What follows belongs to an exercise in optimizing a design on an open flow for small area and a short achievable clock period; a production flow would make more cautious choices. In this exercise RTL edits were held to simulation tests only and were not proved equivalent to the original. Power is estimated from default activity; no workload was simulated.

Design adder, start of the top module:
module adder #(
    parameter N = 512,
    parameter p = 512'h65b48e8f740f89bffc8ab0d15e3e4c4ab42d083aedc88c425afbfcc69322c9cda7aac6c567f35507516730cc1f0b4f25c2721bf457aca8351b81b90533c6c87b,
    parameter word_size = 32,
    parameter chunks = N/word_size
    ) (
    input clk,
    input rst,
    input c_in,
    input wire [N-1:0] X, Y,
    output wire [N:0] Z,
    output reg done
);
For scale: ~51000 um2 of cells after synthesis.
==> flow/config.mk <==
export PLATFORM = sky130hd
export DESIGN_NAME = adder
export DESIGN_NICKNAME = adder
export VERILOG_FILES = /design/flow/design.v
export SDC_FILE = /design/flow/constraint.sdc
export NUM_CORES = 4
export LEC_CHECK = 0
export ABC_AREA = 1
export CAP_MARGIN = 20
export CORE_AREA = 10 10 530 530
export DIE_AREA = 0 0 540 540
export SLEW_MARGIN = 20
==> flow/constraint.sdc <==
create_clock -name core_clock -period 10.0 [get_ports {clk}]
set_input_delay 2.0000 -clock core_clock [delete_from_list [all_inputs] [get_ports {clk}]]
set_output_delay 2.0000 -clock core_clock [all_outputs]
set_load 0.01 [all_outputs]
standard.sh (not shown) runs the stock make flow with config.mk's settings and CLKGATE_MAP_FILE= SYNTH_SCRIPT=/design/flow/synth_recipe.tcl, a recipe that flattens the netlist after the stock synthesis.
==> flow/flow/run.sh <==
#!/bin/bash
set -euo pipefail
MARGIN=${MARGIN:-6.3}
bash standard.sh \
  "BUFFER_PORTS_ARGS=-buffer_cell sky130_fd_sc_hd__buf_2" \
  "SETUP_SLACK_MARGIN=$MARGIN" \
  finish > standard.log 2>&1
Next try:
==> flow/run.sh (new file) <==
#!/bin/bash
# synth_recipe.tcl (not shown) runs the flow's synth.tcl, then flattens the netlist and writes it again
# the make line also repeats each setting of config.mk as NAME=value (left out here)
make -C /OpenROAD-flow-scripts/flow DESIGN_CONFIG=/design/flow/config.mk WORK_HOME=/design/flow/orfs CLKGATE_MAP_FILE= SYNTH_SCRIPT=/design/flow/synth_recipe.tcl finish
- ABC_AREA: 1 -> default
- SETUP_SLACK_MARGIN: default -> 5
removed: flow/flow/run.sh
removed: flow/standard.sh
What happened: Area after synthesis fell slightly; design area rose by roughly a tenth; via count fell by a few percent; critical path depth fell by 10; sequential share of layout area fell by 3.9 points; utilization rose by 2.5 points; first-iteration DRC count fell by roughly a tenth; global-route usage rose by 1.5 points; register-to-register slack degrades by 990 ps; sequential power hardly moves; setup slack degrades by 990 ps.
Next try:
- SETUP_SLACK_MARGIN: 5 -> default
Effect: Routed wire length fell by about 0.8%. Fmax goes down by about 10%. First-iteration DRC count increases by 7.8%. Power stays flat. Die area is unchanged. Register-to-register slack is worse by 520 ps. Design area hardly moves. Setup slack got worse by 520 ps. Synthesized cell count does not change.
Next try:
==> flow/flow/run.sh (new file) <==
#!/bin/bash
set -euo pipefail
MARGIN=${MARGIN:-6.5}
bash standard.sh \
  "BUFFER_PORTS_ARGS=-buffer_cell sky130_fd_sc_hd__buf_1" \
  "SETUP_SLACK_MARGIN=$MARGIN" \
  finish > standard.log 2>&1
==> flow/standard.sh (new file) <==
#!/bin/bash
# synth_recipe.tcl (not shown) runs the flow's synth.tcl, then flattens the netlist and writes it again
# the make line also repeats each setting of config.mk as NAME=value (left out here)
make -C /OpenROAD-flow-scripts/flow DESIGN_CONFIG=/design/flow/config.mk WORK_HOME=/design/flow/orfs CLKGATE_MAP_FILE= SYNTH_SCRIPT=/design/flow/synth_recipe.tcl "${@:-finish}"
- ABC_AREA: default -> 1
- CTS_CLUSTER_DIAMETER: default -> 80
- CTS_CLUSTER_SIZE: default -> 30
removed: flow/run.sh
=>
- The new run produced a clean layout
- cell count grows by 2.9%
- maximum frequency grows by 39%
- wire length shrinks by 7.6%

Starting RTL as in the previous note.
export LEC_CHECK = 0
export ABC_CLOCK_PERIOD_IN_PS = 3000
export CAP_MARGIN = 20
export CORE_AREA = 10 10 530 530
export DIE_AREA = 0 0 540 540
export SLEW_MARGIN = 20
create_clock -name core_clock -period 10.0 [get_ports {clk}]
run.sh (not shown) runs the stock make flow with config.mk's settings and CLKGATE_MAP_FILE= SYNTH_SCRIPT=/design/flow/synth_recipe.tcl, a recipe that flattens the netlist after the stock synthesis.
Stock flow here: none of the scripts above is used.
The starting point went through all stages and came out clean.
Next try:
ABC_CLOCK_PERIOD_IN_PS = default   (was 3000)
CORE_AREA = default   (was 10 10 530 530)
CORE_MARGIN = 2   (was default)
CORE_UTILIZATION = 50   (was default)
DIE_AREA = default   (was 0 0 540 540)
=> Now the flow aborted during 3_2_place_iop; synthesized cell count does not change; synthesized area does not change.
Next try:
==> flow/flow/run.sh (new file) <==
#!/bin/bash
set -euo pipefail
MARGIN=${MARGIN:-6.5}
bash standard.sh \
  "BUFFER_PORTS_ARGS=-buffer_cell sky130_fd_sc_hd__buf_2" \
  "SETUP_SLACK_MARGIN=$MARGIN" \
  finish > standard.log 2>&1
==> flow/standard.sh (new file) <==
#!/bin/bash
# synth_recipe.tcl (not shown) runs the flow's synth.tcl, then flattens the netlist and writes it again
# the make line also repeats each setting of config.mk as NAME=value (left out here)
make -C /OpenROAD-flow-scripts/flow DESIGN_CONFIG=/design/flow/config.mk WORK_HOME=/design/flow/orfs CLKGATE_MAP_FILE= SYNTH_SCRIPT=/design/flow/synth_recipe.tcl "${@:-finish}"
CORE_AREA = 10 10 530 530   (was default)
CORE_MARGIN = default   (was 2)
CORE_UTILIZATION = default   (was 50)
DIE_AREA = 0 0 540 540   (was default)
removed: flow/run.sh
Result:
- Now the flow ran to the end with no violations
- synthesized area is unchanged
- synthesized cell count is unchanged
Next try:
==> flow/run.sh (new file) <==
#!/bin/bash
# synth_recipe.tcl (not shown) runs the flow's synth.tcl, then flattens the netlist and writes it again
# the make line also repeats each setting of config.mk as NAME=value (left out here)
make -C /OpenROAD-flow-scripts/flow DESIGN_CONFIG=/design/flow/config.mk WORK_HOME=/design/flow/orfs CLKGATE_MAP_FILE= SYNTH_SCRIPT=/design/flow/synth_recipe.tcl finish
ABC_CLOCK_PERIOD_IN_PS = 3000   (was default)
CORE_AREA = default   (was 10 10 530 530)
CORE_MARGIN = 2   (was default)
CORE_UTILIZATION = 50   (was default)
DIE_AREA = default   (was 0 0 540 540)
removed: flow/flow/run.sh
removed: flow/standard.sh
=>
- This time the run died in 3_2_place_iop
- area after synthesis is unchanged
- synthesized cell count does not change

## afterwards: timing with drivers on the ports
No port has a modelled driver above. Below, the same layouts with a new extraction and two added sets of constraints.
Step 1: set_driving_cell puts a clkbuf_16 on clk and a buf_2 on each other input, an assumption about the parent block.
Step 2, shift: input delay + t, output delay - t, t = (earliest + latest rising clock arrival at the registers) / 2. This alone moves slack from input paths to output paths.
Slacks: ideal / step 1 / step 2; pairs: ideal / step 1.
| run | t (ns) | slack for setup (ns) | hold slack, ns |
|---|---|---|---|
| the first run of note 1 | 0.881 | 6.346 / 6.294 / 6.346 | 0.397 / 0.397 / 0.397 |
| the second run of note 1 | 0.891 | 5.355 / 5.355 / 5.355 | 0.441 / 0.441 / 0.441 |
| the third run of note 1 | 0.884 | 4.833 / 4.833 / 4.833 | 0.455 / 0.455 / 0.455 |
| the fourth run of note 1 | 0.808 | 6.284 / 6.284 / 6.284 | 0.402 / 0.402 / 0.402 |
| the first run of note 2 | 0.884 | 4.833 / 4.833 / 4.833 | 0.455 / 0.455 / 0.455 |
| the third run of note 2 | 0.891 | 5.845 / 5.845 / 5.845 | 0.435 / 0.435 / 0.435 |
After both steps every run listed still meets setup and hold.
